This is an optimization exercise on Yosys and OpenROAD, whose aim is small area, a short achievable clock period and few clock cycles per item, not a production implementation.
The RTL was checked by simulation tests, not by an equivalence proof against the original design.
Power is estimated from default activity; no workload was simulated.

Setup of alpha:
Design conv_128_8_16_1, start of the top module:
module conv_128_8_16_1(clk, reset, x_data, x_valid, x_ready, y_data, y_valid, y_ready);
Size: ~1900 cells after synthesis, ~190 flip-flops, roughly 38 I/O pins.
clock: 10.0 ns
lec_check: 0
cap_margin: 20
core_margin: 2
core_utilization: 60
setup_slack_margin: 5
slew_margin: 20
run.sh (not shown) runs the stock make flow with config.mk's settings and CLKGATE_MAP_FILE= SYNTH_SCRIPT=/design/flow/synth_recipe.tcl, a recipe that flattens the netlist after the stock synthesis.
Testbench counts of alpha, summed over its fixed seeds: cycles 8,208, items 7,744.
Relative to alpha, the following input files were edited for beta:
- changing CORE_UTILIZATION from 60 to 40
- setting CTS_BUF_LIST to sky130_fd_sc_hd__clkbuf_8 for the first time
- setting CTS_CLUSTER_DIAMETER to 100 for the first time
- setting CTS_CLUSTER_SIZE to 30 for the first time
--- outcome ---
Lower global-route usage over all layers was reported by beta, not alpha.
beta reports a higher number of placed cells counting well taps than alpha does.
Relative to alpha, the via total after detailed routing measured on beta has decreased slightly.
On beta: register clock-pin slew on the reported worst setup and hold paths is 0.02 ns higher than what alpha gave.
From alpha to beta the numbers moved as follows: data arrival time of the worst path saw an increase; number of antenna violations at the first check in global routing saw an increase; clock-buffer cell count saw an increase.
The inputs of gamma differ from those of beta as listed below.
- CTS_CLUSTER_SIZE no longer set, was 30
- CTS_BUF_LIST no longer set, was sky130_fd_sc_hd__clkbuf_8
- CTS_CLUSTER_DIAMETER no longer set, was 100
==> summary.txt <==
Reported for gamma and beta, mean area per synthesized cell turned out identical to the last digit. Compared with beta, in gamma via count of the first global-routing pass closely matched the old numbers; final area increased by 210 um2 relative to the old numbers; via count closely matched the old numbers. Looking at gamma and beta, the portion of the layout cell area used by non-clock buffers is a wash.
Relative to gamma, the following input files were edited for delta:
- clearing SETUP_SLACK_MARGIN, which used to be 5
==> flow/flow/run.sh (new file) <==
#!/bin/bash
set -euo pipefail
bash standard.sh SETUP_SLACK_MARGIN=5.75 finish > standard_flow.log 2>&1
==> flow/standard.sh (new file) <==
#!/bin/bash
# synth_recipe.tcl (not shown) runs the flow's synth.tcl, then flattens the netlist and writes it again
# the make line also repeats each setting of config.mk as NAME=value (left out here)
make -C /OpenROAD-flow-scripts/flow DESIGN_CONFIG=/design/flow/config.mk WORK_HOME=/design/flow/orfs CLKGATE_MAP_FILE= SYNTH_SCRIPT=/design/flow/synth_recipe.tcl "${@:-finish}"
removed: flow/run.sh
Results
- Cell area after layout: delta vs gamma up 11%
- Changes observed in delta relative to gamma: total number of vias increased by 5.8% relative to the old numbers, maximum clock rate increased by about 3.7% relative to the old numbers, length of routed met2 wiring increased by about 10% relative to the old numbers, number of buffers and inverters on the critical path increased by 1 relative to the old numbers.
- Against gamma, power density over the cells in delta rose by more than 10%.
- In the flow results for delta and gamma, the global-route wire length before repair is larger on delta.
- gamma has a higher number of cells on the critical path than delta.
- | share of the final layout cell area in sequential cells | delta vs gamma | 2.7 points lower |
- Compared delta vs gamma, and fill cell instance count of the final layout is down in delta.
- Power: delta vs gamma up about 22%
--- input diff delta..epsilon ---
==> flow/flow/run.sh <==
#!/bin/bash
set -euo pipefail
bash standard.sh SETUP_SLACK_MARGIN=5.5 finish > standard_flow.log 2>&1
## What came out
Comparing the two runs side by side, epsilon comes out ahead of delta on internal portion of total power.
Quantity of gates resized following cts: epsilon < delta
Relative to delta, worst setup slack has decreased by 0.011 ns in epsilon.
Power (epsilon / delta): 0.843
Total number of placement rows essentially unchanged between delta and epsilon.
Between epsilon and delta, the share of the final layout cell area in multi-input gates does not differ in any meaningful way.

---

The RTL this note starts from:
==> flow/design.v <==
module conv_128_8_16_1(clk, reset, x_data, x_valid, x_ready, y_data, y_valid, y_ready);
  input clk, reset, x_valid, y_ready;
  input signed [15:0] x_data;
  output logic x_ready, y_valid;
  output logic signed [15:0] y_data;
  function automatic int th(input int k);
    case (k)
      0: th = 344;  1: th = 171;  2: th = 207;  3: th = 697;
      4: th = 140;  5: th = 799;  6: th = 3276; default: th = 399;
    endcase
  endfunction
  function automatic logic [16:0] add17(input logic [16:0] a, input logic [16:0] b, input logic ci);
    logic [16:0] p, g, gg, pp, c;
    p = a ^ b;
    g = a & b;
    g[0] = g[0] | (p[0] & ci);
    gg = g; pp = p;
    for (int l = 1; l <= 4; l++)
      for (int i = (1 << l) - 1; i < 17; i += (1 << l)) begin
        gg[i] = gg[i] | (pp[i] & gg[i - (1 << (l - 1))]);
        pp[i] = pp[i] & pp[i - (1 << (l - 1))];
      end
    for (int l = 3; l >= 1; l--)
      for (int i = (1 << l) + (1 << (l - 1)) - 1; i < 17; i += (1 << l)) begin
        gg[i] = gg[i] | (pp[i] & gg[i - (1 << (l - 1))]);
        pp[i] = pp[i] & pp[i - (1 << (l - 1))];
      end
    c = {gg[15:0], ci};
    add17 = p ^ c;
  endfunction
  function automatic logic [33:0] csa(input logic [16:0] a, input logic [16:0] b, input logic [16:0] c);
    csa = {(a & b) | (a & c) | (b & c), a ^ b ^ c};
  endfunction
  logic signed [15:0] xp;         
  logic signed [16:0] x3p, x5p;
  logic [7:0]         satp;       
  logic               vp;
  logic [6:0]         idx;        
  logic signed [15:0] acc0;       
  logic [16:0]        r1, r2, r3, r4, r5, r6;    
  logic [16:0]        y0, y1;     
  logic               v1;
  logic               run;        
  wire [16:0] x1i = {x_data[15], x_data};
  logic [7:0] sat_n;
  always_comb
    for (int k = 0; k < 8; k++)
      sat_n[k] = (x_data > th(k)) | (x_data < -th(k));
  always_ff @(posedge clk)
    if (run) begin
      xp   <= x_data;
      x3p  <= add17(x1i, x1i << 1, 1'b0);
      x5p  <= add17(x1i, x1i << 2, 1'b0);
      satp <= sat_n;
    end
  wire [16:0] x1 = {xp[15], xp};
  wire        xs = xp[15];
  localparam logic [16:0] PHI = 17'h07fff, PLO = 17'h18000;
  function automatic logic [16:0] satv(input logic s, input logic neg, input logic [16:0] u);
    satv = !s ? u : (xs ^ neg) ? PLO : PHI;
  endfunction
  function automatic logic [16:0] keep(input logic s, input logic [16:0] w);
    keep = s ? 17'h0 : w;
  endfunction
  function automatic logic [16:0] keepn(input logic s, input logic [16:0] v);
    keepn = s ? 17'h1ffff : ~v;
  endfunction
  function automatic logic [16:0] sx(input logic [16:0] r);
    for (int i = 0; i < 15; i++)
      sx[i] = r[16] ? (r[15] & r[i]) : (r[15] | r[i]);
    sx[16:15] = {2{r[16]}};
  endfunction
  wire [16:0] a0 = {acc0[15], acc0}, a1 = sx(r1), a2 = sx(r2), a3 = sx(r3), a4 = sx(r4),
              a5 = sx(r5), a6 = sx(r6);
  wire [16:0] s0 = add17(satv(satp[0], 1'b0, x3p << 5), keepn(satp[0], x1), 1'b1);
  wire [33:0] c1 = csa(a0, satv(satp[1], 1'b0, x3p << 6), keepn(satp[1], x1));
  wire [16:0] s1 = add17(c1[16:0], {c1[32:17], 1'b1}, 1'b0);
  wire [33:0] c2 = csa(a1, satv(satp[2], 1'b0, x5p << 5), keepn(satp[2], x1 << 1));
  wire [16:0] s2 = add17(c2[16:0], {c2[32:17], 1'b1}, 1'b0);
  wire [33:0] c3 = csa(a2, satv(satp[3], 1'b1, x1), keepn(satp[3], x3p << 4));
  wire [16:0] s3 = add17(c3[16:0], {c3[32:17], 1'b1}, 1'b0);
  wire [33:0] c4a = csa(satv(satp[4], 1'b1, x3p << 1), keep(satp[4], x1 << 4), keepn(satp[4], x1 << 8));
  wire [33:0] c4 = csa(a3, c4a[16:0], {c4a[32:17], 1'b1});
  wire [16:0] s4 = add17(c4[16:0], {c4[32:17], 1'b0}, 1'b0);
  wire [33:0] c5 = csa(a4, keepn(satp[5], x5p << 3), satv(satp[5], 1'b1, ~x1));
  wire [16:0] s5 = add17(c5[16:0], {c5[32:17], 1'b1}, ~satp[5]);
  wire [16:0] s6 = add17(a5, satv(satp[6], 1'b0, x5p << 1), 1'b0);
  wire [33:0] c7 = csa(a6, satv(satp[7], 1'b0, x5p << 4), keep(satp[7], x1 << 1));
  wire [16:0] s7 = add17(c7[16:0], {c7[32:17], 1'b0}, 1'b0);
  always_comb begin
    for (int i = 0; i < 15; i++)
      y_data[i] = ~y0[16] & (y0[15] | y0[i]);
    y_data[15] = 1'b0;
  end
  wire adv  = vp & run;                  
  wire push = adv & (idx >= 7);          
  wire y0_free = ~y_valid | y_ready;
  always_ff @(posedge clk) begin
    if (adv) begin
      acc0 <= s0[15:0];
      r1 <= s1;
      r2 <= s2;
      r3 <= s3;
      r4 <= s4;
      r5 <= s5;
      r6 <= s6;
    end
    if (~v1) y1 <= s7;
    if (y0_free) y0 <= v1 ? y1 : s7;
  end
  logic vp_n, v1_n, run_n;
  logic [6:0] idx_n;
  always_comb begin
    vp_n  = run ? x_valid : vp;
    v1_n  = y0_free ? 1'b0 : (v1 | push);
    idx_n = adv ? idx + 7'd1 : idx;
    run_n = ~(v1_n & vp_n & (idx_n >= 7));
  end
  always_ff @(posedge clk) begin
    if (reset) begin
      vp      <= 1'b0;
      v1      <= 1'b0;
      y_valid <= 1'b0;
      idx     <= 7'd0;
      run     <= 1'b1;
      x_ready <= 1'b1;
    end else begin
      vp      <= vp_n;
      v1      <= v1_n;
      y_valid <= y0_free ? (v1 | push) : 1'b1;
      idx     <= idx_n;
      run     <= run_n;
      x_ready <= run_n;
    end
  end
endmodule
export LEC_CHECK = 0
export ABC_AREA = 1
export CAP_MARGIN = 20
export CORE_MARGIN = 2
export CORE_UTILIZATION = 40
export CTS_CLUSTER_DIAMETER = 60
export CTS_CLUSTER_SIZE = 30
export SLEW_MARGIN = 20
create_clock -name core_clock -period 10.0 [get_ports {clk}]
standard.sh (not shown) runs the stock make flow with config.mk's settings and CLKGATE_MAP_FILE= SYNTH_SCRIPT=/design/flow/synth_recipe.tcl, a recipe that flattens the netlist after the stock synthesis.
==> flow/flow/run.sh <==
#!/bin/bash
set -euo pipefail
bash standard.sh SETUP_SLACK_MARGIN=6.1 "BUFFER_PORTS_ARGS=-buffer_cell sky130_fd_sc_hd__buf_4" finish > standard_flow.log 2>&1
Testbench counts at the start, summed over its fixed seeds: cycles 8,208, items 7,744.
Change:
==> flow/flow/run.sh (replaced) <==
#!/bin/bash
set -euo pipefail
bash standard.sh SETUP_SLACK_MARGIN=6.25 finish > standard_flow.log 2>&1
Settings changed: CTS_CLUSTER_DIAMETER 60 to not set, CTS_CLUSTER_SIZE 30 to not set.
=>
- wire length rose slightly
- non-clock buffer count came out higher by 28
- cell count is higher slightly
- count of clock-buffer cells in the layout is higher by 2
- worst hold slack loses 0.0070 ns
- register-to-register slack is better by 0.12 ns
- design area came out higher slightly
- fmax rises slightly
- setup slack gets better by 0.070 ns
- global-route usage went up by 0.39 points
Change:
==> flow/flow/run.sh (replaced) <==
#!/bin/bash
set -euo pipefail
bash standard.sh SETUP_SLACK_MARGIN=6.25 "BUFFER_PORTS_ARGS=-buffer_cell sky130_fd_sc_hd__buf_4" finish > standard_flow.log 2>&1
Settings changed: ABC_AREA 1 to not set, CTS_CLUSTER_DIAMETER set to 60, CTS_CLUSTER_SIZE set to 30.
Effect: Count of clock-buffer cells in the layout goes down by 3; worst setup slack degrades by 0.11 ns; via count grows by 0.72%; synthesized area climbs by 0.68%; core utilization is higher by 2.3 points; critical path depth rose by 4; synthesized cell count came out lower by 8.6%; clock power grows by about 0.5%.
Change:
Settings changed: ABC_AREA set to 1, CTS_CLUSTER_DIAMETER 60 to 50, CTS_CLUSTER_SIZE 30 to 40.
=> Via count drops slightly. Wire length came out lower by a few percent. Final area shrinks by a few percent. Non-clock buffer count falls by 65. Critical path depth is unchanged. Count of clock-buffer cells in the layout rises by 5. Die area falls slightly.

## static timing again, ports no longer ideal
The flow's constraints put no driver on any port. The routed layouts listed below were extracted and timed again, unchanged, in two steps.
Step 1: set_driving_cell puts a clkbuf_16 on clk and a buf_2 on each other input, an assumption about the parent block.
Step 2 moves the port delays by t, midway between the first and last clock arrival at a register: inputs arrive t later, outputs are due t later. That takes back most of the time a late clock gives input paths.
Slacks: ideal ports / drivers / drivers and shift; pairs: ideal ports / drivers.
run	t, ns	setup slack, ns	clock arrival spread, ns	worst slew at a driven data input, ns	pins driven straight from the clock port
alpha	0.511	5.159 / 5.188 / 4.677	0.013 / 0.014	0.04	1
beta	0.565	5.180 / 5.180 / 4.675	0.019 / 0.020	0.04	1
gamma	0.528	5.231 / 5.231 / 4.762	0.015 / 0.014	0.04	1
delta	0.522	5.401 / 5.365 / 5.365	0.013 / 0.013	0.04	1
epsilon	0.516	5.390 / 5.355 / 5.199	0.014 / 0.014	0.04	1
the first run of note 2	0.607	6.217 / 6.217 / 5.714	0.028 / 0.028	0.04	1
the second run of note 2	0.605	6.286 / 6.322 / 5.717	0.016 / 0.016	0.04	1
the third run of note 2	0.597	6.173 / 6.173 / 5.717	0.019 / 0.018	0.06	1
the fourth run of note 2	0.627	6.347 / 6.345 / 5.785	0.025 / 0.025	0.04	1
After both steps every run listed still meets setup and hold. For the second run of note 2, which loses most, drivers alone change the setup slack by +0.036 ns; drivers and shift together by -0.569 ns.
